This design comes from an exercise in tuning for small area on the open sky130 flow, not from production work.
Function was checked by simulation only, so behaviour that the tests miss may differ from the original.
No driver is modelled on the clock port, so clocking that relies on it looks cheaper here than on a real chip.
Power and IR drop assume default switching activity.

--- design/flow/design.v ---
`timescale 1ns / 1ps
module mc_btn(
  input clk, rst, en, ph1, ph2, b,
  output pe, pd
);
  reg d, p;
  always @(posedge clk) begin
    if (rst) begin
      d <= 1'b0;
      p <= 1'b0;
    end else if (en) begin
      p <= d;
      d <= b;
    end
  end
  assign pe = ph1 & d & ~p;
  assign pd = ph2 & d & ~p;
endmodule
module mc_btnq(
  input clk, arst, rst, en, ph0, ph1, sel, b,
  output pe
);
  reg d, q;
  always @(posedge clk) begin
    if (rst) d <= 1'b0;
    else if (en) d <= q;
  end
  always @(posedge clk) begin
    if (arst) q <= 1'b0;
    else if (en) q <= d;
    else if (!ph0) begin
      if (sel) q <= b;
      else if (ph1) q <= d;
    end
  end
  assign pe = ph1 & d & ~q;
endmodule
module mc_phase(
  input clk, rst,
  output sec, min_ph
);
  reg [11:0] s;
  wire wrap = (s == 12'b010110101010);
  always @(posedge clk) begin
    if (rst) s <= 12'b000100111011;
    else s <= {s[10:0], s[11] ^ s[0] ^ s[1] ^ s[7]} ^ ({12{wrap}} & 12'b000000000010);
  end
  assign sec = (s == 12'b000101101010);
  assign min_ph = wrap;
endmodule
module mc_minute(
  input clk, rst,
  output min
);
  reg [17:0] s;
  wire wrap = (s == 18'b001111001101011011);
  always @(posedge clk) begin
    if (rst) s <= 18'b000010110111101110;
    else s <= {s[16:0], s[17] ^ s[10]} ^ ({18{wrap}} & 18'b000000100000000000);
  end
  assign min = wrap;
endmodule
module Multi_function_clock_top(
  input clk, reset_p, all_rst,
  input [3:0] btn,
  output [3:0] com,
  output [7:0] seg_7,
  output [7:0] LED_bar,
  output Alarm_LED
);
  reg [4:0] dcnt;
  always @(posedge clk) begin
    if (all_rst) dcnt <= 5'd0;
    else dcnt <= {dcnt[3:0], dcnt[4] ^ dcnt[2] ^ (dcnt[3:0] == 4'd0)};
  end
  wire en = (dcnt == 5'b10000);
  wire ph0 = (dcnt == 5'b00000);
  wire ph1 = (dcnt == 5'b00001);
  wire ph2 = (dcnt == 5'b00010);
  wire mode_btn, mode_btn_d;
  mc_btn b_mode(.clk(clk), .rst(reset_p | all_rst), .en(en), .ph1(ph1), .ph2(ph2), .b(btn[0]), .pe(mode_btn), .pd(mode_btn_d));
  reg [1:0] mode;
  always @(posedge clk) begin
    if (all_rst) mode <= 2'd0;
    else if (mode_btn) mode <= mode[1] ? 2'd0 : mode + 2'd1;
  end
  reg [1:0] led_mode;
  reg [3:1] btn_cook_buf;
  reg reset_watch_buf, reset_stp_buf, reset_cook_buf;
  always @(posedge clk) begin
    if (all_rst) begin
      btn_cook_buf <= 0;
      reset_watch_buf <= 0;
      reset_stp_buf <= 0;
      reset_cook_buf <= 0;
      led_mode <= 2'd3;
    end else begin
      led_mode <= mode;
      case (mode)
        2'd0: begin
          reset_watch_buf <= reset_p;
        end
        2'd1: begin
          reset_stp_buf <= reset_p;
        end
        default: begin
          btn_cook_buf <= btn[3:1];
          reset_cook_buf <= reset_p;
        end
      endcase
    end
  end
  assign LED_bar = {5'b00000, led_mode == 2'd2, led_mode == 2'd1, led_mode == 2'd0};
  wire rst_w = reset_watch_buf | all_rst;
  wire sel_w = (mode == 2'd0);
  wire w_set, w_inchour, w_incmin;
  mc_btnq b_wset(.clk(clk), .arst(all_rst), .rst(rst_w), .en(en), .ph0(ph0), .ph1(ph1), .sel(sel_w), .b(btn[1]), .pe(w_set));
  mc_btnq b_whour(.clk(clk), .arst(all_rst), .rst(rst_w), .en(en), .ph0(ph0), .ph1(ph1), .sel(sel_w), .b(btn[2]), .pe(w_inchour));
  mc_btnq b_wmin(.clk(clk), .arst(all_rst), .rst(rst_w), .en(en), .ph0(ph0), .ph1(ph1), .sel(sel_w), .b(btn[3]), .pe(w_incmin));
  reg set_mode;
  always @(posedge clk) begin
    if (rst_w) set_mode <= 1'b0;
    else if (w_set) set_mode <= ~set_mode;
  end
  wire clk_min;
  mc_minute w_min(.clk(clk), .rst(rst_w), .min(clk_min));
  wire upcount_min = set_mode ? w_incmin : clk_min;
  reg [4:0] h_cnt;
  reg h_cp, h_cur, h_old;
  always @(posedge clk) begin
    if (rst_w) begin
      h_cnt <= 5'd0;
      h_cp <= 1'b0;
      h_cur <= 1'b0;
      h_old <= 1'b0;
    end else begin
      if (upcount_min) begin
        if (h_cnt == 5'd29) begin
          h_cnt <= 5'd0;
          h_cp <= ~h_cp;
        end else h_cnt <= h_cnt + 5'd1;
      end
      h_cur <= h_cp;
      h_old <= h_cur;
    end
  end
  wire clk_hour = h_old & ~h_cur;
  wire a_min_inc = set_mode ? w_incmin : clk_min;
  wire a_hour_inc = set_mode ? w_inchour : clk_hour;
  wire b_min_inc = set_mode ? clk_min : w_incmin;
  wire b_hour_inc = set_mode ? clk_hour : w_inchour;
  reg [3:0] a_m1, a_h1, b_m1, b_h1;
  reg [2:0] a_m10, b_m10;
  reg [1:0] a_h10, b_h10;
  always @(posedge clk) begin
    if (rst_w) begin
      a_m1 <= 0; a_m10 <= 0; a_h1 <= 0; a_h10 <= 0;
      b_m1 <= 0; b_m10 <= 0; b_h1 <= 0; b_h10 <= 0;
    end else if (!w_set) begin
      if (a_min_inc) begin
        if (a_m1[3] & a_m1[0]) begin
          a_m1 <= 0;
          a_m10 <= (a_m10[2] & a_m10[0]) ? 3'd0 : a_m10 + 3'd1;
        end else a_m1 <= a_m1 + 4'd1;
      end
      if (a_hour_inc) begin
        if (a_h10[1]) begin
          if (a_h1[1] & a_h1[0]) begin
            a_h1 <= 0;
            a_h10 <= 0;
          end else a_h1 <= a_h1 + 4'd1;
        end else begin
          if (a_h1[3] & a_h1[0]) begin
            a_h1 <= 0;
            a_h10 <= a_h10 + 2'd1;
          end else a_h1 <= a_h1 + 4'd1;
        end
      end
      if (b_min_inc) begin
        if (b_m1[3] & b_m1[0]) begin
          b_m1 <= 0;
          b_m10 <= (b_m10[2] & b_m10[0]) ? 3'd0 : b_m10 + 3'd1;
        end else b_m1 <= b_m1 + 4'd1;
      end
      if (b_hour_inc) begin
        if (b_h10[1]) begin
          if (b_h1[1] & b_h1[0]) begin
            b_h1 <= 0;
            b_h10 <= 0;
          end else b_h1 <= b_h1 + 4'd1;
        end else begin
          if (b_h1[3] & b_h1[0]) begin
            b_h1 <= 0;
            b_h10 <= b_h10 + 2'd1;
          end else b_h1 <= b_h1 + 4'd1;
        end
      end
    end
  end
  wire [15:0] value_watch = {2'b00, a_h10, a_h1, 1'b0, a_m10, a_m1};
  wire rst_s = reset_stp_buf | all_rst;
  wire sel_s = (mode == 2'd1);
  wire s_ss, s_lapb;
  mc_btnq b_sss(.clk(clk), .arst(all_rst), .rst(rst_s), .en(en), .ph0(ph0), .ph1(ph1), .sel(sel_s), .b(btn[1]), .pe(s_ss));
  mc_btnq b_slap(.clk(clk), .arst(all_rst), .rst(rst_s), .en(en), .ph0(ph0), .ph1(ph1), .sel(sel_s), .b(btn[2]), .pe(s_lapb));
  reg s_run, s_lap;
  always @(posedge clk) begin
    if (rst_s) begin
      s_run <= 1'b0;
      s_lap <= 1'b0;
    end else begin
      if (s_ss) s_run <= ~s_run;
      if (s_lapb) s_lap <= ~s_lap;
    end
  end
  reg [1:0] s_us;
  always @(posedge clk) begin
    if (rst_s) s_us <= 2'd0;
    else s_us <= (s_us == 2'd3) ? 2'd2 : s_us + 2'd1;
  end
  wire s_us3 = (s_us == 2'd3);
  wire s_g = s_run & s_us3;
  reg s_mcp, s_mf, s_sp;
  reg [3:0] s_ms0, s_ms1, s_ms2;
  wire s_msec = s_mf & s_us3;
  wire s_wrap = s_msec & (s_ms0[3] & s_ms0[0]) & (s_ms1[3] & s_ms1[0]) & (s_ms2[3] & s_ms2[0]);
  wire s_secp = s_sp & s_us3;
  always @(posedge clk) begin
    if (rst_s) begin
      s_mcp <= 1'b0;
      s_mf <= 1'b0;
      s_sp <= 1'b0;
      s_ms0 <= 0; s_ms1 <= 0; s_ms2 <= 0;
    end else begin
      if (s_g) s_mcp <= ~s_mcp;
      if (s_us3) begin
        s_mf <= s_g & s_mcp;
        s_sp <= s_wrap;
      end
      if (s_msec) begin
        if (s_ms0[3] & s_ms0[0]) begin
          s_ms0 <= 0;
          if (s_ms1[3] & s_ms1[0]) begin
            s_ms1 <= 0;
            s_ms2 <= (s_ms2[3] & s_ms2[0]) ? 4'd0 : s_ms2 + 4'd1;
          end else s_ms1 <= s_ms1 + 4'd1;
        end else s_ms0 <= s_ms0 + 4'd1;
      end
    end
  end
  reg [3:0] s_sec1;
  reg [2:0] s_sec10;
  always @(posedge clk) begin
    if (rst_s) begin
      s_sec1 <= 0;
      s_sec10 <= 0;
    end else if (s_secp) begin
      if (s_sec1[3] & s_sec1[0]) begin
        s_sec1 <= 0;
        s_sec10 <= (s_sec10[2] & s_sec10[0]) ? 3'd0 : s_sec10 + 3'd1;
      end else s_sec1 <= s_sec1 + 4'd1;
    end
  end
  wire [14:0] s_live = {s_sec10, s_sec1, s_ms2, s_ms1};
  reg [14:0] s_lapv;
  always @(posedge clk) begin
    if (s_lapb) s_lapv <= s_live;
  end
  wire [15:0] value_stp = {1'b0, s_lap ? s_lapv : s_live};
  wire rst_c = reset_cook_buf | all_rst;
  wire c_start, c_start_d, c_incsec, c_incsec_d, c_incmin, c_incmin_d;
  mc_btn b_cstart(.clk(clk), .rst(rst_c), .en(en), .ph1(ph1), .ph2(ph2), .b(btn_cook_buf[1]), .pe(c_start), .pd(c_start_d));
  mc_btn b_csec(.clk(clk), .rst(rst_c), .en(en), .ph1(ph1), .ph2(ph2), .b(btn_cook_buf[2]), .pe(c_incsec), .pd(c_incsec_d));
  mc_btn b_cmin(.clk(clk), .rst(rst_c), .en(en), .ph1(ph1), .ph2(ph2), .b(btn_cook_buf[3]), .pe(c_incmin), .pd(c_incmin_d));
  wire c_sec, c_min_unused;
  mc_phase c_ph(.clk(clk), .rst(rst_c), .sec(c_sec), .min_ph(c_min_unused));
  reg [3:0] cs_s1, cs_m1, cs_m10;
  reg [2:0] cs_s10;
  reg [3:0] us_s1, us_m1, us_m10;
  reg [2:0] us_s10;
  always @(*) begin
    us_s1 = cs_s1; us_s10 = cs_s10; us_m1 = cs_m1; us_m10 = cs_m10;
    if (c_incsec_d) begin
      if (cs_s1[3] & cs_s1[0]) begin
        us_s1 = 0;
        us_s10 = (cs_s10[2] & cs_s10[0]) ? 3'd0 : cs_s10 + 3'd1;
      end else us_s1 = cs_s1 + 4'd1;
    end
    if (c_incmin_d) begin
      if (cs_m1[3] & cs_m1[0]) begin
        us_m1 = 0;
        us_m10 = (cs_m10[3] & cs_m10[0]) ? 4'd0 : cs_m10 + 4'd1;
      end else us_m1 = cs_m1 + 4'd1;
    end
  end
  reg [3:0] cd_s1, cd_m1, cd_m10;
  reg [2:0] cd_s10;
  reg c_run;
  wire c_load_d = c_start_d & c_run;
  reg c_tick_d, c_dclk_d;
  reg [3:0] cc_s1, cc_m1, cc_m10;
  reg [2:0] cc_s10;
  reg c_dclk;
  always @(*) begin
    cc_s1 = cd_s1; cc_s10 = cd_s10; cc_m1 = cd_m1; cc_m10 = cd_m10;
    c_dclk = 1'b0;
    if (c_load_d) begin
      cc_s1 = cs_s1; cc_s10 = cs_s10;
      c_dclk = c_dclk_d;
    end else if (c_tick_d) begin
      c_dclk = c_dclk_d;
      if (cd_s1 == 4'd0) begin
        cc_s1 = 4'd9;
        if (cd_s10 == 3'd0) begin
          cc_s10 = 3'd5;
          c_dclk = 1'b1;
        end else cc_s10 = cd_s10 - 3'd1;
      end else cc_s1 = cd_s1 - 4'd1;
    end
    if (c_load_d) begin
      cc_m1 = cs_m1; cc_m10 = cs_m10;
    end else if (c_dclk_d) begin
      if (cd_m1 == 4'd0) begin
        cc_m1 = 4'd9;
        cc_m10 = (cd_m10 == 4'd0) ? 4'd9 : cd_m10 - 4'd1;
      end else cc_m1 = cd_m1 - 4'd1;
    end
  end
  reg c_acur, c_aold, c_alarm;
  wire c_alarm_start = c_aold & ~c_acur;
  wire c_tick = c_run & c_sec;
  always @(posedge clk) begin
    if (rst_c) begin
      cs_s1 <= 0; cs_s10 <= 0; cs_m1 <= 0; cs_m10 <= 0;
      cd_s1 <= 0; cd_s10 <= 0; cd_m1 <= 0; cd_m10 <= 0;
      c_tick_d <= 1'b0;
      c_dclk_d <= 1'b0;
      c_run <= 1'b0;
      c_acur <= 1'b0;
      c_aold <= 1'b0;
    end else begin
      cs_s1 <= us_s1; cs_s10 <= us_s10; cs_m1 <= us_m1; cs_m10 <= us_m10;
      cd_s1 <= cc_s1; cd_s10 <= cc_s10; cd_m1 <= cc_m1; cd_m10 <= cc_m10;
      c_tick_d <= c_tick;
      c_dclk_d <= c_dclk;
      if (c_start | c_alarm_start) c_run <= ~c_run;
      c_acur <= |{cd_s1, cd_s10, cd_m1, cd_m10};
      c_aold <= c_acur;
    end
  end
  always @(posedge clk) begin
    if (|{btn_cook_buf, reset_cook_buf, all_rst}) c_alarm <= 1'b0;
    else if (c_alarm_start) c_alarm <= ~c_alarm;
  end
  assign Alarm_LED = c_alarm;
  wire [15:0] value_cook = c_run ? {cd_m10, cd_m1, 1'b0, cd_s10, cd_s1}
                                 : {cs_m10, cs_m1, 1'b0, cs_s10, cs_s1};
  reg [2:0] fdiv;
  reg [1:0] digit;
  always @(posedge clk) begin
    if (reset_p | all_rst) begin
      fdiv <= 3'd0;
      digit <= 2'd0;
    end else begin
      fdiv <= {fdiv[1:0], fdiv[2] ^ fdiv[1] ^ (fdiv[1:0] == 2'd0)};
      if (fdiv == 3'b100) digit <= digit + 2'd1;
    end
  end
  assign com = ~(4'b0001 << digit);
  wire [15:0] value = mode[1] ? value_cook : mode[0] ? value_stp : value_watch;
  reg [3:0] hex;
  always @(*) begin
    case (digit)
      2'd0: hex = value[3:0];
      2'd1: hex = value[7:4];
      2'd2: hex = value[11:8];
      default: hex = value[15:12];
    endcase
  end
  wire h3 = hex[3], h2 = hex[2], h1 = hex[1], h0 = hex[0];
  wire [7:0] seg;
  assign seg[7] = (~h3 & ~h2 & ~h1 & h0) | (h2 & ~h1 & ~h0);            
  assign seg[6] = h2 & (h1 ^ h0);                                      
  assign seg[5] = ~h2 & h1 & ~h0;                                      
  assign seg[4] = (~h3 & ~h2 & ~h1 & h0) | (h2 & ~h1 & ~h0) | (h2 & h1 & h0);  
  assign seg[3] = h0 | (h2 & ~h1);                                     
  assign seg[2] = ~h3 & ~h2 & (h1 | h0);                              
  assign seg[1] = (~h3 & ~h2 & ~h1) | (h2 & h1 & h0);                  
  assign seg[0] = 1'b1;                                                
  assign seg_7 = seg;
endmodule
--- design/flow/flow/run.sh ---
#!/bin/bash
# Own layout flow: the standard synthesis, then a stronger ABC pass over the
# combinational logic only (every register cell is kept as is, by name),
# then the standard ORFS steps with smaller port buffers and a clock tree
# without dummy loads whose slow leaf buffers are then upsized. Each tool's
# output goes to a log file here.
set -euo pipefail
HERE=$(pwd)
R=$HERE/orfs/results/$FLOW_PLATFORM/Multi_function_clock_top/base
LIB=$FLOW_HOME/platforms/sky130hd/lib/sky130_fd_sc_hd__tt_025C_1v80.lib
CTS_OPTS=$(cat flow/cts_args.txt)
export CLK_UPSIZE_PS=105

bash standard.sh synth > synth.log 2>&1
cp $R/1_2_yosys.v std_1_2_yosys.v

# The ABC pass is run with a few random seeds in parallel; the smallest
# result is kept.
for batch in "0 7 13 29" "1 2 3 4"; do
  for seed in $batch; do
    sed -e "s#@SEED@#$seed#g" flow/reopt.abc > reopt_$seed.abc
    sed -e "s#@LIB@#$LIB#g" -e "s#@IN@#$HERE/std_1_2_yosys.v#g" -e "s#@OUT@#$HERE/reopt_$seed.v#g" \
        -e "s#@SCRIPT@#$HERE/reopt_$seed.abc#g" -e "s#@STAT@#reopt_stat_$seed#g" flow/reopt.ys > reopt_$seed.ys
    yosys -l reopt_$seed.log -s reopt_$seed.ys > /dev/null 2>&1 &
  done
  wait
done
best=""
for seed in 0 7 13 29 1 2 3 4; do
  a=$(awk '/Chip area for top module/ {print $NF}' reopt_stat_${seed}_after.txt 2>/dev/null || true)
  nff=$(grep -c 'dfxtp_1 ' reopt_$seed.v 2>/dev/null || true)
  echo "seed $seed area $a flip-flops $nff (standard: $(grep -c 'dfxtp_1 ' std_1_2_yosys.v))" >> reopt_choice.txt
  if [[ -z "$a" || "$nff" != "$(grep -c 'dfxtp_1 ' std_1_2_yosys.v)" ]]; then continue; fi
  if [[ -z "$best" ]] || awk -v a="$a" -v b="$barea" 'BEGIN {exit !(a < b)}'; then best=$seed; barea=$a; fi
done
echo "chosen seed $best" >> reopt_choice.txt
if [[ -n "$best" ]]; then cp reopt_$best.v reopt_1_2_yosys.v; else cp std_1_2_yosys.v reopt_1_2_yosys.v; fi

cp reopt_1_2_yosys.v $R/1_2_yosys.v
rm -f $R/1_synth.odb $R/1_synth.sdc
bash standard.sh finish \
  BUFFER_PORTS_ARGS="-buffer_cell sky130_fd_sc_hd__buf_1" \
  CTS_ARGS="$CTS_OPTS" \
  POST_CTS_TCL="$HERE/flow/post_cts.tcl" > flow.log 2>&1
--- design/flow/flow/cts_args.txt ---
-sink_clustering_enable -repair_clock_nets -dont_use_dummy_load -buf_list sky130_fd_sc_hd__clkbuf_4 -root_buf sky130_fd_sc_hd__clkbuf_8
--- design/flow/flow/post_cts.tcl ---
# Upsize the clock tree's leaf buffers whose flip-flop clock pins would see
# a slow slew (the clock tree is built with small buffers).
estimate_parasitics -placement
set upsized 0
foreach inst [[ord::get_db_block] getInsts] {
  if {[[$inst getMaster] getName] ne "sky130_fd_sc_hd__clkbuf_4"} { continue }
  if {![string match "clkbuf_*" [$inst getName]]} { continue }
  set onet [[$inst findITerm X] getNet]
  set worst 0
  foreach it [$onet getITerms] {
    if {[$it isOutputSignal]} { continue }
    set pin [get_pins -quiet [$it getName]]
    if {$pin eq ""} { continue }
    foreach edge {rise fall} {
      set ps [expr {[sta::time_ui_sta [get_property $pin slew_max_$edge]] * 1e12}]
      if {$ps > $worst} { set worst $ps }
    }
  }
  if {$worst > $::env(CLK_UPSIZE_PS)} {
    replace_cell [$inst getName] sky130_fd_sc_hd__clkbuf_8
    incr upsized
  }
}
puts "post_cts: upsized $upsized clock buffers"
estimate_parasitics -placement
detailed_placement
check_placement -verbose
--- design/flow/flow/reopt.abc ---
&get -n
&st
&deepsyn -T 40 -S @SEED@
&dch -f
&nf -R 1000 -p
&put
--- design/flow/flow/reopt.ys ---
# Re-map the combinational logic of the standard synthesis netlist.
# Register and tie cells are kept (keep_hierarchy), so their instance
# names and cell types stay those of the standard synthesis.
read_liberty -ignore_miss_func @LIB@
read_verilog @IN@
hierarchy -check -top Multi_function_clock_top
setattr -mod -set keep_hierarchy 1 sky130_fd_sc_hd__dfxtp_1 sky130_fd_sc_hd__edfxtp_1 sky130_fd_sc_hd__conb_1
tee -o @STAT@_before.txt stat -liberty @LIB@
flatten
opt -purge
abc -liberty @LIB@ -dont_use sky130_fd_sc_hd__probe_p_8 -dont_use sky130_fd_sc_hd__probec_p_8 -dont_use sky130_fd_sc_hd__lpflow_bleeder_1 -dont_use sky130_fd_sc_hd__lpflow_clkbufkapwr_1 -dont_use sky130_fd_sc_hd__lpflow_clkbufkapwr_16 -dont_use sky130_fd_sc_hd__lpflow_clkbufkapwr_2 -dont_use sky130_fd_sc_hd__lpflow_clkbufkapwr_4 -dont_use sky130_fd_sc_hd__lpflow_clkbufkapwr_8 -dont_use sky130_fd_sc_hd__lpflow_clkinvkapwr_1 -dont_use sky130_fd_sc_hd__lpflow_clkinvkapwr_16 -dont_use sky130_fd_sc_hd__lpflow_clkinvkapwr_2 -dont_use sky130_fd_sc_hd__lpflow_clkinvkapwr_4 -dont_use sky130_fd_sc_hd__lpflow_clkinvkapwr_8 -dont_use sky130_fd_sc_hd__lpflow_decapkapwr_12 -dont_use sky130_fd_sc_hd__lpflow_decapkapwr_3 -dont_use sky130_fd_sc_hd__lpflow_decapkapwr_4 -dont_use sky130_fd_sc_hd__lpflow_decapkapwr_6 -dont_use sky130_fd_sc_hd__lpflow_decapkapwr_8 -dont_use sky130_fd_sc_hd__lpflow_inputiso0n_1 -dont_use sky130_fd_sc_hd__lpflow_inputiso0p_1 -dont_use sky130_fd_sc_hd__lpflow_inputiso1n_1 -dont_use sky130_fd_sc_hd__lpflow_inputiso1p_1 -dont_use sky130_fd_sc_hd__lpflow_inputisolatch_1 -dont_use sky130_fd_sc_hd__lpflow_isobufsrc_1 -dont_use sky130_fd_sc_hd__lpflow_isobufsrc_16 -dont_use sky130_fd_sc_hd__lpflow_isobufsrc_2 -dont_use sky130_fd_sc_hd__lpflow_isobufsrc_4 -dont_use sky130_fd_sc_hd__lpflow_isobufsrc_8 -dont_use sky130_fd_sc_hd__lpflow_isobufsrckapwr_16 -dont_use sky130_fd_sc_hd__lpflow_lsbuf_lh_hl_isowell_tap_1 -dont_use sky130_fd_sc_hd__lpflow_lsbuf_lh_hl_isowell_tap_2 -dont_use sky130_fd_sc_hd__lpflow_lsbuf_lh_hl_isowell_tap_4 -dont_use sky130_fd_sc_hd__lpflow_lsbuf_lh_isowell_4 -dont_use sky130_fd_sc_hd__lpflow_lsbuf_lh_isowell_tap_1 -dont_use sky130_fd_sc_hd__lpflow_lsbuf_lh_isowell_tap_2 -dont_use sky130_fd_sc_hd__lpflow_lsbuf_lh_isowell_tap_4  -script @SCRIPT@
opt_clean -purge
setundef -zero
splitnets
opt_clean -purge
hilomap -singleton -hicell sky130_fd_sc_hd__conb_1 HI -locell sky130_fd_sc_hd__conb_1 LO
opt_clean -purge
tee -o @STAT@_after.txt stat -liberty @LIB@
rename -hide w:*$func$*
select Multi_function_clock_top
write_verilog -noattr -nohex -nodec -selected @OUT@
--- design/flow/standard.sh ---
#!/bin/bash
# synth_recipe.tcl (not shown) runs the flow's synth.tcl, then flattens the netlist and writes it again
# the make line also repeats each setting of config.mk as NAME=value (left out here)
make -C /OpenROAD-flow-scripts/flow DESIGN_CONFIG=/design/flow/config.mk WORK_HOME=/design/flow/orfs CLKGATE_MAP_FILE= SYNTH_SCRIPT=/design/flow/synth_recipe.tcl "${@:-finish}"
--- design/flow/config.mk ---
export PLATFORM = sky130hd
export DESIGN_NAME = Multi_function_clock_top
export DESIGN_NICKNAME = Multi_function_clock_top
export VERILOG_FILES = /design/flow/design.v
export SDC_FILE = /design/flow/constraint.sdc
export NUM_CORES = 4
export LEC_CHECK = 0
export CAP_MARGIN = 20
export CORE_MARGIN = 2
export CORE_UTILIZATION = 70
export SLEW_MARGIN = 20
--- design/flow/constraint.sdc ---
create_clock -name core_clock -period 10.0 [get_ports {clk}]
set_input_delay 2.0000 -clock core_clock [delete_from_list [all_inputs] [get_ports {clk}]]
set_output_delay 2.0000 -clock core_clock [all_outputs]
set_load 0.01 [all_outputs]
==> results of run 1 <==
[final cells by class]
class                      count  area share [%]
sequential                   167            51.2
multi-input combinational    505            42.0
clock buffer                  17            2.70
tap                          108            1.98
timing repair buffer          25            1.60
inverter                      10           0.550
[flip-flops by register name, summed over array words and instances, names as in the netlist, 5 cells and up]
register	count
w_min.s	18
s_lapv	15
c_ph.s	12
dcnt	5
h_cnt	5
[routing by layer]
metal | up-vias | wire length (µm)
met5 | - | 0
met4 | 0 | 362
met3 | 39 | 1050
met2 | 212 | 7230
met1 | 2486 | 6420
li1 | 2521 | -
[power groups by stage]
| stage | combinational (µW) | clock (µW) | sequential [µW] |
|---|---|---|---|
| after global placement | 59.2 | 0 | 740 |
| after global routing | 72.4 | 340 | 729 |
| after detailed placement | 62.9 | 0 | 741 |
| after floorplan | 46.0 | 0 | 730 |
| final | 65.3 | 318 | 726 |
[path summary, 6_finish.rpt]
path	from	endpoint
max	mode[1]$_SDFFE_PP0P_	seg_7[4]
min reg2reg	w_min.s[0]$_SDFF_PP0_	w_min.s[1]$_SDFF_PP1_
min	w_min.s[0]$_SDFF_PP0_	w_min.s[1]$_SDFF_PP1_
max reg2reg	dcnt[2]$_SDFF_PP0_	c_dclk_d$_SDFFE_PP0P_
[cell usage in the layout, fill, tap and decap left out, drive strengths merged, types with 3 or more instances in the layout]
| cell type | instances |
|---|---|
| or3 | 14 |
| nor2b | 14 |
| o21a | 4 |
| clkbuf | 17 |
| nor3b | 7 |
| or2 | 8 |
| nand2 | 73 |
| a22o | 27 |
| edfxtp | 15 |
| nand2b | 12 |
| nor4 | 10 |
| a211oi | 3 |
| nand4 | 3 |
| xor2 | 8 |
| and3b | 3 |
| or4 | 3 |
| mux2i | 4 |
| nor3 | 24 |
| buf | 25 |
| a22oi | 20 |
| and2 | 28 |
| xnor2 | 11 |
| o21ai | 26 |
| o22ai | 8 |
| nor2 | 92 |
| a31oi | 9 |
| a21oi | 45 |
| and3 | 9 |
| clkinv | 10 |
| nand3 | 5 |
| nand3b | 3 |
| nand4b | 4 |
| dfxtp | 152 |
| conb | 6 |
[metrics by stage]
step           instances  setup WS (ns)  power [µW]  utilization, %  hold WS [ns]
6_report             832           4.61        1110            77.9         0.446
5_1_grt              832           4.26        1140            77.9         0.467
3_5_place_dp         815           5.14         804            75.8         0.426
3_3_place_gp         815           5.18         799            75.8         0.415
2_1_floorplan        682           5.37         777               -         0.401
==> key figures, run 1 <==
Status
  • Status: no timing/DRC/antenna violations

Global routing
  • Vias in the first global route: 5154
  • Grt ovf: 0
  • Largest net degree at the start of global routing: 38
  • Grt met2 use: 53.4%
  • Initial antenna violation count: 0
  • GR Util met1: 41.1%
  • First-pass GRT wire length: between 20000 and 25000 µm
  • Busiest grt layer: met2
  • Total Routing Usage GR: between 30% and 40%
  • M3 GR Usage: 6.32%

Detailed routing
  • DR vias/cell: 6.32
  • TritonRoute pass-1 iters: 5
  • Final ANT Viol Nets: 0
  • Wire per inst: between 15 and 20 µm
  • Drt initial violations: about 340
  • DRC: 0
  • Final WL: 15100 µm
  • Routed via count: 5258

Placed design
  • Gpl congestion: ~0.95
  • Hpwl dp: 10800 µm
  • PortBufs: 21
  • Placed Instance Area: between 0.006 and 0.007 mm²

Synth
  • Synthesized instance count: 678
  • Yosys warns: 5
  • Syn avg cell area: about 9.4 µm²
  • Post-Syn Area: 0.00638 mm²

Critical path
  • Crit path largest cell delay: 0.59 ns
  • Max stage delay cell, worst path: or4_1
  • Crit path cell chain: and2_0 > a221o_1 > a221oi_1 > a21oi_1 > o21ai_0 > a31oi_1 > or4_1 > nand2b_1 > a21boi_0 > nand2b_1 > buf_1
  • WP depth: 11
  • Crit end category: primary output
  • Flop2flop setup slack: around 6.5 ns
  • WP buf/inv: 1
  • CP required: 8.00 ns
  • Crit path kind: reg -> out
  • Cell family with most CP delay: simple AND/OR/NAND/NOR gates
  • Most frequent CP cell: nand2b_1
  • Crit-path max FO: 11
  • Reg2Reg Depth: 7
  • Critical Path AT: between 3 and 4 ns
  • Worst Setup Start Kind: flop

Timing
  • Final hold viol count: 0
  • Fmax: 186 MHz
  • Worst slew pin tran: roughly 1.0 ns
  • Final TNS setup: 0 ns
  • Final count of negative-setup-slack endpoints: 0
  • Clock Skew: 0.0286 ns
  • Unrepaired setup endpoints after global routing: no
  • Tmin final: 5.39 ns
  • Max_slew headroom: 31.5%
  • Fin crit share: 53.9%
  • Slew Limit Fails: 0

Clock tree
  • CTS tree: built
  • CTS sink count: 167
  • Clk slew on worst S/H paths: around 0.09 ns
  • Clk Latency, worst-skew pair: 0.43 ns

Die
  • Initial core utilization: 72.8%
  • # IOs: 28
  • Std-Cell Rows: 34
  • Die width: 99.5 µm
  • Die height: approximately 100 µm
  • Core area: 0.00876 mm²
  • Die area: 0.00990 mm²

Pwr
  • PwrDens: 163 mW/mm²
  • VDD IR-drop max: 0.0924 mV
  • Leakage: 0.00254 µW
  • Combinational power share: 5.9%
  • Sequential power share: 65.5%
  • Power Internal: 842 µW
  • NetSw: 267 µW
  • Clock power frac: 28.6%
  • Switch share: 24.1%

Final layout
  • Nets: between 700 and 800
  • Area of the multi-input gates: 0.00287 mm²
  • ANT cells: 0
  • Register area: 0.00349 mm²
  • Layout Area Growth over Synthesis: 6.94%
  • Layout cells sized above 1: roughly 2.9%
  • Post-route cell area: 0.00682 mm²
  • Fillers: 610

Worst hold path
  • Hold depth: 1
  • Hold Path Class: reg -> reg

Job
  • Max cap viols: 0
==> inputs of run 2 (changes only) <==
--- a/design/flow/config.mk
+++ b/design/flow/config.mk
@@ -8,4 +8,5 @@
 export CAP_MARGIN = 20
 export CORE_MARGIN = 2
-export CORE_UTILIZATION = 70
+export CORE_UTILIZATION = 55
+export GPL_TIMING_DRIVEN = 0
 export SLEW_MARGIN = 20
==> run 2 against run 1 <==
  * Largest power group unchanged
  * Critical endpoint unchanged
  * Clock-buffer cell count did not move
  * Register-to-register slack improved by 0.50 ns
  * Synthesized cell count grew 0.59%
  * Highest routed layer unchanged
  * Critical path depth down 1
  * Worst hold slack worse by 0.0096 ns
  * First-iteration DRC count up 13%
  * Critical path type unchanged
==> key figures, run 2 <==
Timing
  • Final TNS setup: 0 ns (unchanged)
  • Max_slew headroom: 32.9% (was 31.5%)
  • Final count of negative-setup-slack endpoints: 0 (unchanged)
  • Slew Limit Fails: 0 (unchanged)
  • Clock Skew: 0.0279 ns (was 0.0286 ns)
  • Fmax: 185 MHz (was 186 MHz)
  • Worst slew pin tran: 1.01 ns (was 1.02 ns)
  • Fin crit share: 53.9% (about the same)
  • Final WS setup: 4.61 ns (about the same)
  • Final hold viol count: 0 (unchanged)
  • Unrepaired setup endpoints after global routing: no (unchanged)
  • Tmin final: 5.39 ns (about the same)

Detailed routing
  • Drt initial violations: 388 (was 344)
  • Final ANT Viol Nets: 0 (unchanged)
  • Final WL: 14000 µm (was 15100 µm)
  • DRC: 0 (unchanged)
  • Wire per inst: 16.2 µm (was 18.1 µm)
  • DR vias/cell: 5.87 (was 6.32)
  • Routed via count: 5089 (was 5258)
  • TritonRoute pass-1 iters: 6 (was 5)

Placed design
  • Hpwl dp: 10100 µm (was 10800 µm)
  • Gpl congestion: 0.893 (was 0.951)
  • Placed Instance Area: 0.00665 mm² (was 0.00664 mm²)
  • DP Worst Slack: 5.08 ns (was 5.14 ns)
  • PortBufs: 21 (unchanged)
  • Inst Count DP: 850 (was 815)

Die
  • Std-Cell Rows: 39 (was 34)
  • Die area: 0.0125 mm² (was 0.00990 mm²)
  • # IOs: 28 (unchanged)
  • Initial core utilization: 56.1% (was 72.8%)
  • Die height: 112 µm (was 99.5 µm)
  • Core area: 0.0114 mm² (was 0.00876 mm²)
  • Die width: 112 µm (was 99.5 µm)

Pwr
  • NetSw: 252 µW (was 267 µW)
  • Clock power frac: 29.6% (was 28.6%)
  • Combinational power share: 5.1% (was 5.9%)
  • Leakage: 0.00252 µW (was 0.00254 µW)
  • VDD IR-drop max: 0.113 mV (was 0.0924 mV)
  • Switch share: 22.9% (was 24.1%)
  • PwrDens: 160 mW/mm² (was 163 mW/mm²)
  • Sequential power share: 65.3% (was 65.5%)
  • Power Internal: 846 µW (was 842 µW)

Clock tree
  • Clk Latency, worst-skew pair: 0.45 ns (was 0.43 ns)
  • CTS sink count: 167 (unchanged)
  • CTS tree: built (unchanged)
  • Clk slew on worst S/H paths: 0.08 ns (was 0.09 ns)

Final layout
  • Layout Area Growth over Synthesis: 7.55% (was 6.94%)
  • Biggest register: w_min.s (unchanged)
  • Layout cells sized above 1: 2.62% (was 2.90%)
  • Commonest non-fill, non-tap cell in the layout: dfxtp_1 (unchanged)
  • Finished Layout Cells: 867 (was 832)
  • Number of flip-flops in the largest register: 18 (unchanged)
  • Area of the multi-input gates: 0.00287 mm² (about the same)
  • Register area: 0.00349 mm² (unchanged)
  • Nets: 733 (unchanged)
  • Most frequent cells in the layout: dfxtp_1, nor2_1, nand2_1 (unchanged)
  • Largest regs: w_min.s x18, s_lapv x15, c_ph.s x12 (unchanged)
  • Post-route cell area: 0.00686 mm² (was 0.00682 mm²)
  • Fillers: 1012 (was 610)
  • ANT cells: 0 (unchanged)
  • Final Util: 60.3% (was 77.9%)

Critical path
  • Crit path cell chain: nor2b_1 > and2_0 > a22oi_1 > a31oi_1 > nor4_1 > nor2b_1 > clkinv_1 > a21oi_1 > nand2b_1 > buf_1 (was and2_0 > a221o_1 > a221oi_1 > a21oi_1 > o21ai_0 > a31oi_1 > or4_1 > nand2b_1 > a21boi_0 > nand2b_1 > buf_1)
  • CP required: 8.00 ns (about the same)
  • Crit-path max FO: 11 (unchanged)
  • Worst Setup Start Kind: flop (unchanged)
  • Crit path kind: reg -> out (unchanged)
  • Crit end category: primary output (unchanged)
  • Critical Path AT: 3.39 ns (about the same)
  • Crit path largest cell delay: 0.71 ns (was 0.59 ns)
  • Max stage delay cell, worst path: nor4_1 (was or4_1)
  • Most frequent CP cell: nor2b_1 (was nand2b_1)

Global routing
  • Total Routing Usage GR: 23.8% (was 31.8%)
  • Initial antenna violation count: 0 (unchanged)
  • Vias in the first global route: 4937 (was 5154)
  • Grt ovf: 0 (unchanged)
  • First-pass GRT wire length: 23800 µm (was 24800 µm)
  • Largest net degree at the start of global routing: 36 (was 38)

Synth
  • Post-Syn Area: 0.00638 mm² (about the same)
  • Syn avg cell area: 9.35 µm² (was 9.41 µm²)
  • Synthesized instance count: 682 (was 678)
  • Yosys warns: 5 (unchanged)

Status
  • Status: no timing/DRC/antenna violations (unchanged)

Worst hold path
  • Hold Path Class: reg -> reg (unchanged)

Job
  • Max cap viols: 0 (unchanged)
[run 2: cell types whose count changed in the layout (fill, tap and decap cells not counted), sizes merged, moves of 5 or more]
cell,change
a21oi,+8
a22oi,-5
nand2,-9
nor2b,+10
o21ai,+6
o22ai,+7
xnor2,-6
[run 2: layout make-up]
class                   count  share of cell area (%)
clock buffers              17                    2.96
flip-flops and latches    167                    50.9
inverters                   9                   0.493
multi-input cells         510                    41.8
well taps                 143                    2.61
repair buffers             21                    1.17
[run 2: power groups by stage]
stage / logic (µW) / registers [µW] / clock network (µW)
6_report: 55.5 / 717 / 325
5_1_grt: 63.9 / 722 / 360
3_5_place_dp: 55.2 / 732 / 0
3_3_place_gp: 52.7 / 732 / 0
2_1_floorplan: 41.3 / 725 / 0
[run 2: layer usage]
metal	share of wire [%]	wire length, µm	global-route usage, %
met3	3.9	542	5.77
met5	0	0	0
met2	46	6500	38.0
met4	1.8	246	8.81
met1	48	6750	31.7
[run 2: final timing paths]
| path | start | to | slack (ns) | cells after the start |
|---|---|---|---|---|
| worst max-delay path | mode[1]$_SDFFE_PP0P_ | seg_7[4] | 4.61 | 10 |
| worst min-delay path | w_min.s[5]$_SDFF_PP1_ | w_min.s[6]$_SDFF_PP1_ | 0.44 | 1 |
| worst max register to register | dcnt[3]$_SDFF_PP0_ | a_h1[2]$_SDFFE_PP0P_ | 7.03 | 10 |
| worst min register to register | w_min.s[5]$_SDFF_PP1_ | w_min.s[6]$_SDFF_PP1_ | 0.44 | 1 |
[run 2: critical path, delay by kind of cell (launching register included)]
family          cells  cell delay [ns]
compound gates      3             0.60
buf+inv             2             0.24
flops               1             0.54
simple gates        5             1.58
[run 2: through the flow]
step                power, µW  hold slack, ns
finish                   1100           0.436
detailed placement        787           0.418
global route             1150           0.465
floorplan                 766           0.400
global placement          785           0.421
==> inputs of run 3 (changes only) <==
--- a/design/flow/config.mk
+++ b/design/flow/config.mk
@@ -8,5 +8,5 @@
 export CAP_MARGIN = 20
 export CORE_MARGIN = 2
-export CORE_UTILIZATION = 55
+export CORE_UTILIZATION = 88
 export GPL_TIMING_DRIVEN = 0
 export SLEW_MARGIN = 20
==> run 3 against run 2 <==
  * Synthesized cell count down 0.59%
  * Area after synthesis about the same
  * The run now fails in 3_1_place_gp_skip_io
==> key figures, run 3 <==
Status
  • Status: did not finish (was no timing/DRC/antenna violations)
  • Stop stage: 3_1_place_gp_skip_io
  • Stop err: [ERROR GPL-0301] Utilization 101.423 % exceeds 100%.

Synth
  • Syn avg cell area: 9.41 µm² (was 9.35 µm²)
  • Post-Syn Area: 0.00638 mm² (about the same)
  • Yosys warns: 5 (unchanged)
  • Synthesized instance count: 678 (was 682)

Die
  • Std-Cell Rows: 31 (was 39)
  • Die width: 89.2 µm (was 112 µm)
  • Die height: 89.2 µm (was 112 µm)
  • Initial core utilization: 89.4% (was 56.1%)
==> inputs of run 4 (changes only) <==
--- a/design/flow/config.mk
+++ b/design/flow/config.mk
@@ -8,5 +8,5 @@
 export CAP_MARGIN = 20
 export CORE_MARGIN = 2
-export CORE_UTILIZATION = 88
+export CORE_UTILIZATION = 84
 export GPL_TIMING_DRIVEN = 0
 export SLEW_MARGIN = 20
==> run 4 against run 3 <==
  * The flow stops in 3_3_place_gp
  * Area after synthesis unchanged
  * Synthesized cell count unchanged
==> key figures, run 4 <==
Die
  • Die width: 91.2 µm (was 89.2 µm)
  • Die height: 91.2 µm (was 89.2 µm)
  • # IOs: 28
  • Initial core utilization: 87.5% (was 89.4%)
  • Std-Cell Rows: 31 (unchanged)

Synth
  • Synthesized instance count: 678 (unchanged)
  • Syn avg cell area: 9.41 µm² (unchanged)
  • Post-Syn Area: 0.00638 mm² (unchanged)
  • Yosys warns: 5 (unchanged)

Status
  • Status: did not finish (unchanged)
  • Stop stage: 3_3_place_gp (was 3_1_place_gp_skip_io)
  • Stop err: [ERROR GPL-0301] Utilization 100.262 % exceeds 100%. (was [ERROR GPL-0301] Utilization 101.423 % exceeds 100%.)

Placed design
  • PortBufs: 21
==> inputs of run 5 (changes only) <==
--- a/design/flow/config.mk
+++ b/design/flow/config.mk
@@ -8,5 +8,5 @@
 export CAP_MARGIN = 20
 export CORE_MARGIN = 2
-export CORE_UTILIZATION = 84
+export CORE_UTILIZATION = 80
 export GPL_TIMING_DRIVEN = 0
 export SLEW_MARGIN = 20
==> run 5 against run 4 <==
  * The run now finishes clean
  * Synthesized cell count stayed put
  * Area after synthesis did not move
==> key figures, run 5 <==
Detailed routing
  • TritonRoute pass-1 iters: 8
  • DR vias/cell: 6.68
  • Routed via count: 5491
  • Final WL: about 15000 µm
  • Drt initial violations: 489
  • DRC: 0
  • Final ANT Viol Nets: 0
  • Wire per inst: 18.8 µm

Synth
  • Syn avg cell area: 9.41 µm² (unchanged)
  • Synthesized instance count: 678 (unchanged)
  • Post-Syn Area: 0.00638 mm² (unchanged)
  • Yosys warns: 5 (unchanged)

Placed design
  • Placed Instance Area: ~0.0066 mm²
  • Inst Count DP: 805
  • PortBufs: 21 (unchanged)
  • DP Worst Slack: 4.94 ns
  • Hpwl dp: 10600 µm
  • Gpl congestion: 0.889

Critical path
  • Crit end category: primary output
  • Crit-path max FO: 10
  • Worst Setup Start Kind: flop
  • CP required: 8.00 ns
  • Critical Path AT: about 3.6 ns
  • Crit path largest cell delay: 0.59 ns
  • Reg2Reg Depth: 7
  • Crit path kind: reg -> out
  • Max stage delay cell, worst path: or4_1
  • Crit path cell chain: nand2b_1 > nor2_1 > a221oi_1 > a21oi_1 > o21ai_0 > a31oi_1 > or4_1 > nand2b_1 > a21boi_0 > nand2b_1 > buf_1
  • Most frequent CP cell: nand2b_1

Die
  • # IOs: 28 (unchanged)
  • Core area: 0.00773 mm²
  • Std-Cell Rows: 32 (was 31)
  • Die area: slightly below 0.009 mm²
  • Die width: 93.3 µm (was 91.2 µm)
  • Initial core utilization: 82.6% (was 87.5%)
  • Die height: 93.3 µm (was 91.2 µm)

Timing
  • Final TNS setup: 0 ns
  • Final count of negative-setup-slack endpoints: 0
  • Unrepaired setup endpoints after global routing: no
  • Final WS setup: 4.36 ns
  • Slew Limit Fails: 0
  • Worst slew pin tran: between 1 and 1.5 ns
  • Final hold viol count: 0
  • Tmin final: ~5.6 ns
  • Fin crit share: 56.4%
  • Max_slew headroom: 25.5%
  • Fmax: 177 MHz
  • Clock Skew: 0.0300 ns

Worst hold path
  • Hold Path Class: reg -> reg
  • Hold depth: 1

Final layout
  • Layout Area Growth over Synthesis: 6.41%
  • Post-route cell area: 0.00679 mm²
  • Commonest non-fill, non-tap cell in the layout: dfxtp_1
  • Most frequent cells in the layout: dfxtp_1, nor2_1, nand2_1
  • ANT cells: 0
  • Nets: around 730
  • Number of flip-flops in the largest register: 18
  • Largest regs: w_min.s x18, s_lapv x15, c_ph.s x12
  • Biggest register: w_min.s
  • Finished Layout Cells: 822
  • Layout cells sized above 1: 2.64%

Pwr
  • VDD IR-drop max: about 0.14 mV
  • PwrDens: between 150 and 200 mW/mm²
  • Leakage: 0.00252 µW

Global routing
  • GR Util met1: 48.5%
  • Grt met2 use: 60.2%
  • Largest net degree at the start of global routing: 38
  • Total Routing Usage GR: 37.3%
  • M3 GR Usage: 8.46%
  • Vias in the first global route: between 5000 and 6000
  • Initial antenna violation count: 0
  • Busiest grt layer: met2
  • First-pass GRT wire length: 25200 µm
  • Grt ovf: 0

Job
  • Max cap viols: 0

Clock tree
  • Clk slew on worst S/H paths: around 0.1 ns
  • CTS tree: built
  • CTS sink count: between 150 and 200
  • Clk Latency, worst-skew pair: 0.44 ns

Status
  • Status: no timing/DRC/antenna violations (was did not finish)
==> run 5: power by group <==
| group | switching [µW] | internal [µW] |
|---|---|---|
| clock network | 200 | 117 |
| registers | 24.8 | 700 |
| logic | 42.4 | 24.2 |
| total | 267 | 841 |
==> run 5: layout make-up <==
class	instances	area (µm²)
Clock buffer	17	184
Fill cell	383	937
Inverter	10	37.5
Multi-Input combinational cell	505	2870
Sequential cell	167	3490
Tap cell	102	128
Timing Repair Buffer	21	80.1
==> run 5: critical path: cells and delay by family, from the launching register on <==
kind / cells / cell delay, ns
flip-flops: 1 / 0.49
AO/OA/AOI/OAI: 5 / 0.94
AND/OR/NAND/NOR: 5 / 1.63
buffers and inverters: 1 / 0.15
==> run 5: final timing paths <==
path                           from                endpoint  slack, ns
max            mode[1]$_SDFFE_PP0P_                seg_7[4]       4.36
min          w_min.s[12]$_SDFF_PP0_  w_min.s[13]$_SDFF_PP1_       0.43
max reg2reg      dcnt[2]$_SDFF_PP0_   c_dclk_d$_SDFFE_PP0P_       6.48
min reg2reg  w_min.s[12]$_SDFF_PP0_  w_min.s[13]$_SDFF_PP1_       0.43
==> run 5: layer usage <==
metal  vias up  routed length (µm)  share of wire (%)
met2       325                7440                 48
li1       2530                   -                  -
met5         -                   0                  0
met1      2580                6190                 40
met4         0                 511                3.3
met3        56                1350                8.7
==> run 5: stage by stage <==
| stage | power (µW) | hold WS [ns] | util (%) |
|---|---|---|---|
| final | 1110 | 0.434 | 87.9 |
| after detailed placement | 801 | 0.425 | 85.5 |
| after global routing | 1140 | 0.453 | 87.9 |
| after floorplan | 777 | 0.401 | - |
| after global placement | 793 | 0.415 | 85.4 |
==> inputs of run 6 (changes only) <==
--- a/design/flow/design.v
+++ b/design/flow/design.v
@@ -223,6 +223,11 @@
   reg s_mcp, s_mf, s_sp;
   reg [3:0] s_ms0, s_ms1, s_ms2;
+  reg [3:0] s_sec1;
+  reg [2:0] s_sec10;
   wire s_msec = s_mf & s_us3;
-  wire s_wrap = s_msec & (s_ms0[3] & s_ms0[0]) & (s_ms1[3] & s_ms1[0]) & (s_ms2[3] & s_ms2[0]);
+  wire s_ms0_9 = s_ms0[3] & s_ms0[0];
+  wire s_ms1_9 = s_ms1[3] & s_ms1[0];
+  wire s_ms2_9 = s_ms2[3] & s_ms2[0];
+  wire s_wrap = s_msec & s_ms0_9 & s_ms1_9 & s_ms2_9;
   wire s_secp = s_sp & s_us3;
   always @(posedge clk) begin
@@ -231,5 +236,5 @@
       s_mf <= 1'b0;
       s_sp <= 1'b0;
-      s_ms0 <= 0; s_ms1 <= 0; s_ms2 <= 0;
+      s_ms0 <= 0;
     end else begin
       if (s_g) s_mcp <= ~s_mcp;
@@ -238,34 +243,39 @@
         s_sp <= s_wrap;
       end
-      if (s_msec) begin
-        if (s_ms0[3] & s_ms0[0]) begin
-          s_ms0 <= 0;
-          if (s_ms1[3] & s_ms1[0]) begin
-            s_ms1 <= 0;
-            s_ms2 <= (s_ms2[3] & s_ms2[0]) ? 4'd0 : s_ms2 + 4'd1;
-          end else s_ms1 <= s_ms1 + 4'd1;
-        end else s_ms0 <= s_ms0 + 4'd1;
-      end
+      if (s_msec) s_ms0 <= s_ms0_9 ? 4'd0 : s_ms0 + 4'd1;
     end
   end
-  reg [3:0] s_sec1;
-  reg [2:0] s_sec10;
-  always @(posedge clk) begin
-    if (rst_s) begin
-      s_sec1 <= 0;
-      s_sec10 <= 0;
-    end else if (s_secp) begin
+  reg [3:0] n_ms1, n_ms2, n_sec1;
+  reg [2:0] n_sec10;
+  always @(*) begin
+    n_ms1 = s_ms1; n_ms2 = s_ms2; n_sec1 = s_sec1; n_sec10 = s_sec10;
+    if (s_msec & s_ms0_9) begin
+      if (s_ms1_9) begin
+        n_ms1 = 0;
+        n_ms2 = s_ms2_9 ? 4'd0 : s_ms2 + 4'd1;
+      end else n_ms1 = s_ms1 + 4'd1;
+    end
+    if (s_secp) begin
       if (s_sec1[3] & s_sec1[0]) begin
-        s_sec1 <= 0;
-        s_sec10 <= (s_sec10[2] & s_sec10[0]) ? 3'd0 : s_sec10 + 3'd1;
-      end else s_sec1 <= s_sec1 + 4'd1;
+        n_sec1 = 0;
+        n_sec10 = (s_sec10[2] & s_sec10[0]) ? 3'd0 : s_sec10 + 3'd1;
+      end else n_sec1 = s_sec1 + 4'd1;
+    end
+    if (rst_s) begin
+      n_ms1 = 0; n_ms2 = 0; n_sec1 = 0; n_sec10 = 0;
     end
   end
-  wire [14:0] s_live = {s_sec10, s_sec1, s_ms2, s_ms1};
-  reg [14:0] s_lapv;
   always @(posedge clk) begin
-    if (s_lapb) s_lapv <= s_live;
+    s_ms1 <= n_ms1;
+    s_ms2 <= n_ms2;
+    s_sec1 <= n_sec1;
+    s_sec10 <= n_sec10;
+  end
+  wire s_lap_n = ~rst_s & (s_lap ^ s_lapb);
+  reg [14:0] s_disp;
+  always @(posedge clk) begin
+    if (!s_lap_n) s_disp <= {n_sec10, n_sec1, n_ms2, n_ms1};
   end
-  wire [15:0] value_stp = {1'b0, s_lap ? s_lapv : s_live};
+  wire [15:0] value_stp = {1'b0, s_disp};
   wire rst_c = reset_cook_buf | all_rst;
   wire c_start, c_start_d, c_incsec, c_incsec_d, c_incmin, c_incmin_d;
==> run 6 against run 5 <==
  * Worst setup slack gained 0.40 ns
  * Non-clock buffer count unchanged
  * Area after synthesis down 1.1%
  * Critical path depth is 2 lower
  * Sequential power is 1% lower
  * Clock-buffer cell count unchanged
  * Clock skew rose by 0.0067 ns
  * Clock power barely moved
  * Largest cell class unchanged
  * Critical path type unchanged
  * Maximum frequency up 7.6%
  * Highest routed layer unchanged
  * Final area down 0.85%
  * First-iteration DRC count is 15% lower
  * Routed wire length shrank 9.9%
==> key figures, run 6 <==
Detailed routing
  • Wire per inst: 16.9 µm (was 18.8 µm)
  • TritonRoute pass-1 iters: 7 (was 8)
  • Routed via count: 5248 (was 5491)
  • Final ANT Viol Nets: 0 (unchanged)
  • DR vias/cell: 6.37 (was 6.68)
  • DRC: 0 (unchanged)
  • Final WL: 14000 µm (was 15500 µm)
  • Drt initial violations: 418 (was 489)

Pwr
  • NetSw: 261 µW (was 267 µW)
  • Power Internal: 842 µW (was 841 µW)
  • VDD IR-drop max: 0.147 mV (was 0.141 mV)
  • Combinational power share: 6.1% (was 6.0%)
  • Leakage: 0.00253 µW (was 0.00252 µW)
  • Clock power frac: 29.0% (was 28.6%)
  • PwrDens: 164 mW/mm² (was 163 mW/mm²)
  • Switch share: 23.7% (was 24.1%)
  • Power Total: 1100 µW (was 1110 µW)
  • Sequential power share: 64.8% (was 65.4%)

Placed design
  • DP Worst Slack: 5.25 ns (was 4.94 ns)
  • Hpwl dp: 9930 µm (was 10600 µm)
  • Gpl congestion: 0.949 (was 0.889)
  • Placed Instance Area: 0.00654 mm² (was 0.00660 mm²)
  • PortBufs: 21 (unchanged)

Critical path
  • Reg2reg start: dcnt[3]$_SDFF_PP0_ (was dcnt[2]$_SDFF_PP0_)
  • Crit path kind: reg -> out (unchanged)
  • Max stage delay cell, worst path: nor2b_1 (was or4_1)
  • Critical Path AT: 3.24 ns (was 3.64 ns)
  • Reg2reg end: a_h10[0]$_SDFFE_PP0P_ (was c_dclk_d$_SDFFE_PP0P_)
  • CP required: 8.00 ns (about the same)
  • Most frequent CP cell: nand2_1 (was nand2b_1)
  • Crit-path max FO: 12 (was 10)
  • Crit path largest cell delay: 0.80 ns (was 0.59 ns)
  • Reg2Reg Depth: 9 (was 7)
  • Crit end category: primary output (unchanged)
  • Worst Setup Start Kind: flop (unchanged)
  • Crit path cell chain: nor2b_1 > a221oi_1 > nand2_1 > a31oi_1 > or2_0 > nand2_1 > a21boi_0 > nand2b_1 > buf_1 (was nand2b_1 > nor2_1 > a221oi_1 > a21oi_1 > o21ai_0 > a31oi_1 > or4_1 > nand2b_1 > a21boi_0 > nand2b_1 > buf_1)
  • Flop2flop setup slack: 6.90 ns (was 6.48 ns)

Synth
  • Yosys warns: 5 (unchanged)
  • Synthesized instance count: 680 (was 678)
  • Syn avg cell area: 9.28 µm² (was 9.41 µm²)
  • Post-Syn Area: 0.00631 mm² (was 0.00638 mm²)

Clock tree
  • Clk slew on worst S/H paths: 0.11 ns (was 0.10 ns)
  • Clk Latency, worst-skew pair: 0.45 ns (was 0.44 ns)
  • CTS tree: built (unchanged)
  • CTS sink count: 167 (unchanged)

Global routing
  • GR Util met1: 42.6% (was 48.5%)
  • Initial antenna violation count: 0 (unchanged)
  • Largest net degree at the start of global routing: 36 (was 38)
  • Busiest grt layer: met2 (unchanged)
  • Grt ovf: 0 (unchanged)
  • Vias in the first global route: 5117 (was 5235)
  • M3 GR Usage: 9.36% (was 8.46%)
  • Total Routing Usage GR: 34.5% (was 37.3%)
  • Grt met2 use: 56.9% (was 60.2%)
  • First-pass GRT wire length: 23300 µm (was 25200 µm)

Final layout
  • Layout Area Growth over Synthesis: 6.72% (was 6.41%)
  • Nets: 731 (was 729)
  • Most frequent cells in the layout: dfxtp_1, nor2_1, nand2_1 (unchanged)
  • Post-route cell area: 0.00673 mm² (was 0.00679 mm²)
  • Commonest non-fill, non-tap cell in the layout: dfxtp_1 (unchanged)
  • Register area: 0.00349 mm² (unchanged)
  • Layout cells sized above 1: 2.91% (was 2.64%)
  • ANT cells: 0 (unchanged)
  • Largest regs: w_min.s x18, s_disp x15, c_ph.s x12 (was w_min.s x18, s_lapv x15, c_ph.s x12)
  • Biggest register: w_min.s (unchanged)
  • Number of flip-flops in the largest register: 18 (unchanged)
  • Final Util: 87.6% (was 87.9%)
  • Area of the multi-input gates: 0.00280 mm² (was 0.00287 mm²)
  • Fillers: 405 (was 383)

Timing
  • Max_slew headroom: 31.9% (was 25.5%)
  • Final TNS setup: 0 ns (unchanged)
  • Final count of negative-setup-slack endpoints: 0 (unchanged)
  • Tmin final: 5.24 ns (was 5.64 ns)
  • Fmax: 191 MHz (was 177 MHz)
  • Worst slew pin tran: 1.02 ns (was 1.11 ns)
  • Unrepaired setup endpoints after global routing: no (unchanged)
  • Fin crit share: 52.4% (was 56.4%)
  • Clock Skew: 0.0368 ns (was 0.0300 ns)
  • Slew Limit Fails: 0 (unchanged)
  • Final hold viol count: 0 (unchanged)
  • Final WS setup: 4.76 ns (was 4.36 ns)

Die
  • Std-Cell Rows: 32 (unchanged)
  • Die height: 92.8 µm (was 93.3 µm)
  • Initial core utilization: 82.1% (was 82.6%)
  • Die area: 0.00861 mm² (was 0.00871 mm²)
  • Core area: 0.00769 mm² (was 0.00773 mm²)
  • # IOs: 28 (unchanged)
  • Die width: 92.8 µm (was 93.3 µm)

Job
  • Max cap viols: 0 (unchanged)

Worst hold path
  • Hold depth: 2 (was 1)
  • Min-delay src: b_sss.q$_SDFFE_PP0P_ (was w_min.s[12]$_SDFF_PP0_)
  • End of the worst hold path: b_sss.d$_SDFFE_PN0P_ (was w_min.s[13]$_SDFF_PP1_)
  • Hold Path Class: reg -> reg (unchanged)

Status
  • Status: no timing/DRC/antenna violations (unchanged)
run 6: how the worst max path moves through the flow:
stage	from	endpoint	slack (ns)	depth (start not counted)
floorplan	mode[1]$_SDFFE_PP0P_	seg_7[4]	5.68	9
global placement	all_rst	s_disp[14]$_DFFE_PN_	5.21	4
detailed placement	mode[1]$_SDFFE_PP0P_	seg_7[4]	5.25	10
global route	mode[1]$_SDFFE_PP0P_	seg_7[4]	4.48	10
finish	mode[1]$_SDFFE_PP0P_	seg_7[4]	4.76	9
run 6: layout make-up:
| class | instances | area share, % |
|---|---|---|
| flip-flops and latches | 167 | 51.9 |
| repair buffers | 21 | 1.19 |
| inverters | 12 | 0.669 |
| clock buffers | 17 | 2.82 |
| multi-input cells | 505 | 41.5 |
| well taps | 102 | 1.90 |
run 6: power groups by stage:
stage                     clock network [µW]  logic [µW]  registers, µW
after global placement                     0        59.6            727
after global routing                     345        75.4            718
final                                    320        67.7            715
after detailed placement                   0        65.2            730
after floorplan                            0        48.0            723
run 6: worst max-delay path: cells and delay by family, from the launching register on:
family | cells | cell delay [ns]
AND/OR/NAND/NOR | 5 | 1.51
AO/OA/AOI/OAI | 3 | 0.61
flip-flops | 1 | 0.55
buffers and inverters | 1 | 0.15
run 6: per-layer routing:
layer / wire length, µm / share of wire, %
met4: 478 / 3.4
met2: 6700 / 48
met1: 5690 / 41
met3: 1080 / 7.7
met5: 0 / 0
run 6: stage by stage:
step,hold WS [ns],cells
after floorplan,0.407,684
after global placement,0.412,807
after detailed placement,0.442,807
after global routing,0.454,824
final,0.448,824
==> inputs of run 7 (changes only) <==
--- a/design/flow/flow/run.sh
+++ b/design/flow/flow/run.sh
@@ -17,5 +17,5 @@
 # The ABC pass is run with a few random seeds in parallel; the smallest
 # result is kept.
-for batch in "0 7 13 29" "1 2 3 4"; do
+for batch in "0 7 13 29" "1 2 3 4" "5 6 8 9"; do
   for seed in $batch; do
     sed -e "s#@SEED@#$seed#g" flow/reopt.abc > reopt_$seed.abc
@@ -27,5 +27,5 @@
 done
 best=""
-for seed in 0 7 13 29 1 2 3 4; do
+for seed in 0 7 13 29 1 2 3 4 5 6 8 9; do
   a=$(awk '/Chip area for top module/ {print $NF}' reopt_stat_${seed}_after.txt 2>/dev/null || true)
   nff=$(grep -c 'dfxtp_1 ' reopt_$seed.v 2>/dev/null || true)
==> design/flow/flow/reopt.abc (replaced) <==
&get -n
&st
&deepsyn -T 40 -S @SEED@
&dch -f
&nf -R 1000 -p -F 8 -A 4 -C 32
&put
==> run 7 against run 6 <==
  * Still clean on timing, DRC and antenna
  * Register-to-register slack got worse by 0.57 ns
  * Clock power about the same
  * Sequential power increased by 2%
  * Utilization decreased by 0.26 points
  * Worst hold slack got worse by 0.0036 ns
  * First-iteration DRC count increased by 31%
  * Critical path depth increased by 1
  * Power increased by 0.72%
  * Flip-flop and latch count unchanged
  * Routed wire length increased by 0.16%
==> key figures, run 7 <==
Status
  • Status: no timing/DRC/antenna violations (unchanged)

Placed design
  • PortBufs: 21 (unchanged)
  • Gpl congestion: 0.944 (was 0.949)
  • DP Worst Slack: 5.00 ns (was 5.25 ns)
  • Hpwl dp: 9890 µm (was 9930 µm)

Synth
  • Synthesized instance count: 653 (was 680)
  • Yosys warns: 5 (unchanged)
  • Post-Syn Area: 0.00627 mm² (was 0.00631 mm²)
  • Syn avg cell area: 9.60 µm² (was 9.28 µm²)

Global routing
  • Total Routing Usage GR: 33.5% (was 34.5%)
  • Vias in the first global route: 4915 (was 5117)
  • Grt ovf: 0 (unchanged)
  • First-pass GRT wire length: 22800 µm (was 23300 µm)
  • Initial antenna violation count: 0 (unchanged)
  • Largest net degree at the start of global routing: 32 (was 36)

Critical path
  • Crit path cell chain: nor2b_1 > a222oi_1 > nand3_1 > nand3_1 > a31oi_1 > nor2b_1 > nor2_1 > a21oi_1 > nand2b_1 > buf_1 (was nor2b_1 > a221oi_1 > nand2_1 > a31oi_1 > or2_0 > nand2_1 > a21boi_0 > nand2b_1 > buf_1)
  • Max stage delay cell, worst path: nor2b_1 (unchanged)
  • Critical Path End: seg_7[4] (unchanged)
  • Cell family with most CP delay: simple AND/OR/NAND/NOR gates (unchanged)
  • Reg2reg start: dcnt[2]$_SDFF_PP0_ (was dcnt[3]$_SDFF_PP0_)
  • Crit end category: primary output (unchanged)
  • Reg2reg end: a_h10[0]$_SDFFE_PP0P_ (unchanged)
  • Crit path largest cell delay: 0.80 ns (about the same)
  • Worst Setup Start Kind: flop (unchanged)
  • CP required: 8.00 ns (about the same)
  • WP depth: 10 (was 9)
  • Reg2Reg Depth: 11 (was 9)
  • Critical Path AT: 3.27 ns (was 3.24 ns)
  • Flop2flop setup slack: 6.33 ns (was 6.90 ns)
  • CP startpoint: mode[1]$_SDFFE_PP0P_ (unchanged)
  • WP buf/inv: 1 (unchanged)
  • Crit-path max FO: 13 (was 12)
  • Crit path kind: reg -> out (unchanged)

Detailed routing
  • Final WL: 14000 µm (about the same)
  • Final ANT Viol Nets: 0 (unchanged)
  • Routed via count: 5252 (was 5248)
  • Drt initial violations: 546 (was 418)
  • TritonRoute pass-1 iters: 9 (was 7)
  • DR vias/cell: 6.59 (was 6.37)
  • DRC: 0 (unchanged)
  • Wire per inst: 17.5 µm (was 16.9 µm)

Final layout
  • Number of flip-flops in the largest register: 18 (unchanged)
  • Commonest non-fill, non-tap cell in the layout: dfxtp_1 (unchanged)
  • Largest regs: w_min.s x18, s_disp x15, c_ph.s x12 (unchanged)
  • Layout Area Growth over Synthesis: 6.55% (was 6.72%)
  • Biggest register: w_min.s (unchanged)
  • Area of the multi-input gates: 0.00276 mm² (was 0.00280 mm²)
  • Fillers: 407 (was 405)
  • Most frequent cells in the layout: dfxtp_1, nor2_1, nand2_1 (unchanged)
  • Register area: 0.00349 mm² (unchanged)
  • Nets: 704 (was 731)
  • Layout cells sized above 1: 2.73% (was 2.91%)
  • ANT cells: 0 (unchanged)

Clock tree
  • CTS tree: built (unchanged)
  • Clk Latency, worst-skew pair: 0.44 ns (was 0.45 ns)
  • CTS sink count: 167 (unchanged)
  • Clk slew on worst S/H paths: 0.08 ns (was 0.11 ns)

Timing
  • Fin crit share: 52.7% (was 52.4%)
  • Tmin final: 5.27 ns (was 5.24 ns)
  • Final hold viol count: 0 (unchanged)
  • Final WS setup: 4.73 ns (was 4.76 ns)
  • Clock Skew: 0.0306 ns (was 0.0368 ns)
  • Slew Limit Fails: 0 (unchanged)
  • Worst slew pin tran: 1.10 ns (was 1.02 ns)
  • Fmax: 190 MHz (was 191 MHz)
  • Unrepaired setup endpoints after global routing: no (unchanged)
  • Final count of negative-setup-slack endpoints: 0 (unchanged)
  • Max_slew headroom: 26.1% (was 31.9%)
  • Final TNS setup: 0 ns (unchanged)

Pwr
  • Clock power frac: 28.7% (was 29.0%)
  • Switch share: 24.2% (was 23.7%)
  • VDD IR-drop max: 0.112 mV (was 0.147 mV)
  • Power Internal: 842 µW (about the same)
  • PwrDens: 166 mW/mm² (was 164 mW/mm²)
  • Leakage: 0.00253 µW (about the same)
  • NetSw: 269 µW (was 261 µW)
  • Sequential power share: 65.3% (was 64.8%)
  • Combinational power share: 6.0% (was 6.1%)

Die
  • Initial core utilization: 82.0% (was 82.1%)
  • Std-Cell Rows: 32 (unchanged)
  • Die width: 92.5 µm (was 92.8 µm)
  • Core area: 0.00765 mm² (was 0.00769 mm²)
  • Die area: 0.00856 mm² (was 0.00861 mm²)
  • Die height: 92.5 µm (was 92.8 µm)
  • # IOs: 28 (unchanged)

Job
  • Max cap viols: 0 (unchanged)

Worst hold path
  • Hold Path Class: reg -> reg (unchanged)
==> run 7: changes by cell type in the layout (fill, tap and decap cells not counted), sizes merged, moves of 7 or more <==
cell	delta
o22ai	-7
xnor2	-10
a222oi	+10
o21ai	-12
nor2	-11
a22o	+12
==> run 7: metal layers <==
metal	share of wire [%]	global-route usage (%)	up-vias
met1	41	42.3	2470
met5	0	0	-
met2	49	57.3	274
met3	7.4	6.10	46
met4	2.7	12.9	0
li1	-	-	2462
==> run 7: cell type report <==
class                   count  area share, %
clock buffers              17           2.75
well taps                 102           1.91
inverters                  10          0.562
flip-flops and latches    167           52.3
repair buffers             21           1.20
multi-input cells         480           41.3
==> run 7: power by group through the flow <==
stage | logic (µW) | clock network (µW) | registers (µW)
3_3_place_gp | 60.5 | 0 | 738
3_5_place_dp | 64.9 | 0 | 741
6_report | 66.7 | 319 | 726
2_1_floorplan | 49.5 | 0 | 731
5_1_grt | 75.1 | 337 | 730
==> run 7: per-stage QoR <==
| step | utilization, % | instance area, µm² | instances | power [µW] | hold WS, ns |
|---|---|---|---|---|---|
| 6_report | 87.3 | 6680 | 797 | 1110 | 0.444 |
| 3_5_place_dp | 84.9 | 6490 | 780 | 806 | 0.428 |
| 3_3_place_gp | 84.8 | 6490 | 780 | 799 | 0.415 |
| 2_1_floorplan | - | 6280 | 657 | 781 | 0.406 |
| 5_1_grt | 87.3 | 6680 | 797 | 1140 | 0.459 |
==> run 7: worst min-delay path by stage <==
| stage | start | to | slack, ns | cells past startpoint |
|---|---|---|---|---|
| 3_5_place_dp | w_min.s[0]$_SDFF_PP0_ | w_min.s[1]$_SDFF_PP1_ | 0.43 | 1 |
| 3_3_place_gp | w_min.s[0]$_SDFF_PP0_ | w_min.s[1]$_SDFF_PP1_ | 0.41 | 1 |
| 2_1_floorplan | c_ph.s[4]$_SDFF_PP1_ | c_ph.s[5]$_SDFF_PP1_ | 0.41 | 1 |
| 5_1_grt | w_min.s[11]$_SDFF_PP1_ | w_min.s[12]$_SDFF_PP0_ | 0.46 | 1 |
| 6_report | w_min.s[0]$_SDFF_PP0_ | w_min.s[1]$_SDFF_PP1_ | 0.44 | 1 |

[re-timing with driven ports]
The flow's constraints put no driver on any port. The routed layouts listed below were extracted and timed again, unchanged, in two steps.
Step 1 sets driving cells, clkbuf_16 on the clock port and buf_2 on the other inputs (assumed; they add their load-dependent delay and slew).
Step 2 adds t to the input delays and takes it off the output delays; t is the mean of the earliest and latest rising clock arrival at the registers after step 1. Input paths then give back, and output paths get back, about the clock's delay inside the block.
a / b / c = ideal / step 1 / step 2; a / b = the first two.
run	shift t [ns]	slack for setup (ns)	worst hold slack (ns)	clock arrival spread, ns	slew at the worst register clock pin (ns)
run 1	0.452	4.613 / 4.578 / 5.030	0.446 / 0.446 / 0.446	0.029 / 0.030	0.10 / 0.10
run 2	0.471	4.608 / 4.573 / 5.044	0.436 / 0.436 / 0.436	0.029 / 0.028	0.09 / 0.09
run 5	0.458	4.364 / 4.328 / 4.786	0.434 / 0.434 / 0.434	0.031 / 0.032	0.10 / 0.10
run 6	0.463	4.763 / 4.729 / 5.192	0.448 / 0.448 / 0.448	0.036 / 0.037	0.11 / 0.11
run 7	0.457	4.729 / 4.695 / 5.152	0.444 / 0.444 / 0.444	0.034 / 0.034	0.11 / 0.11
After both steps every run listed still meets setup and hold.
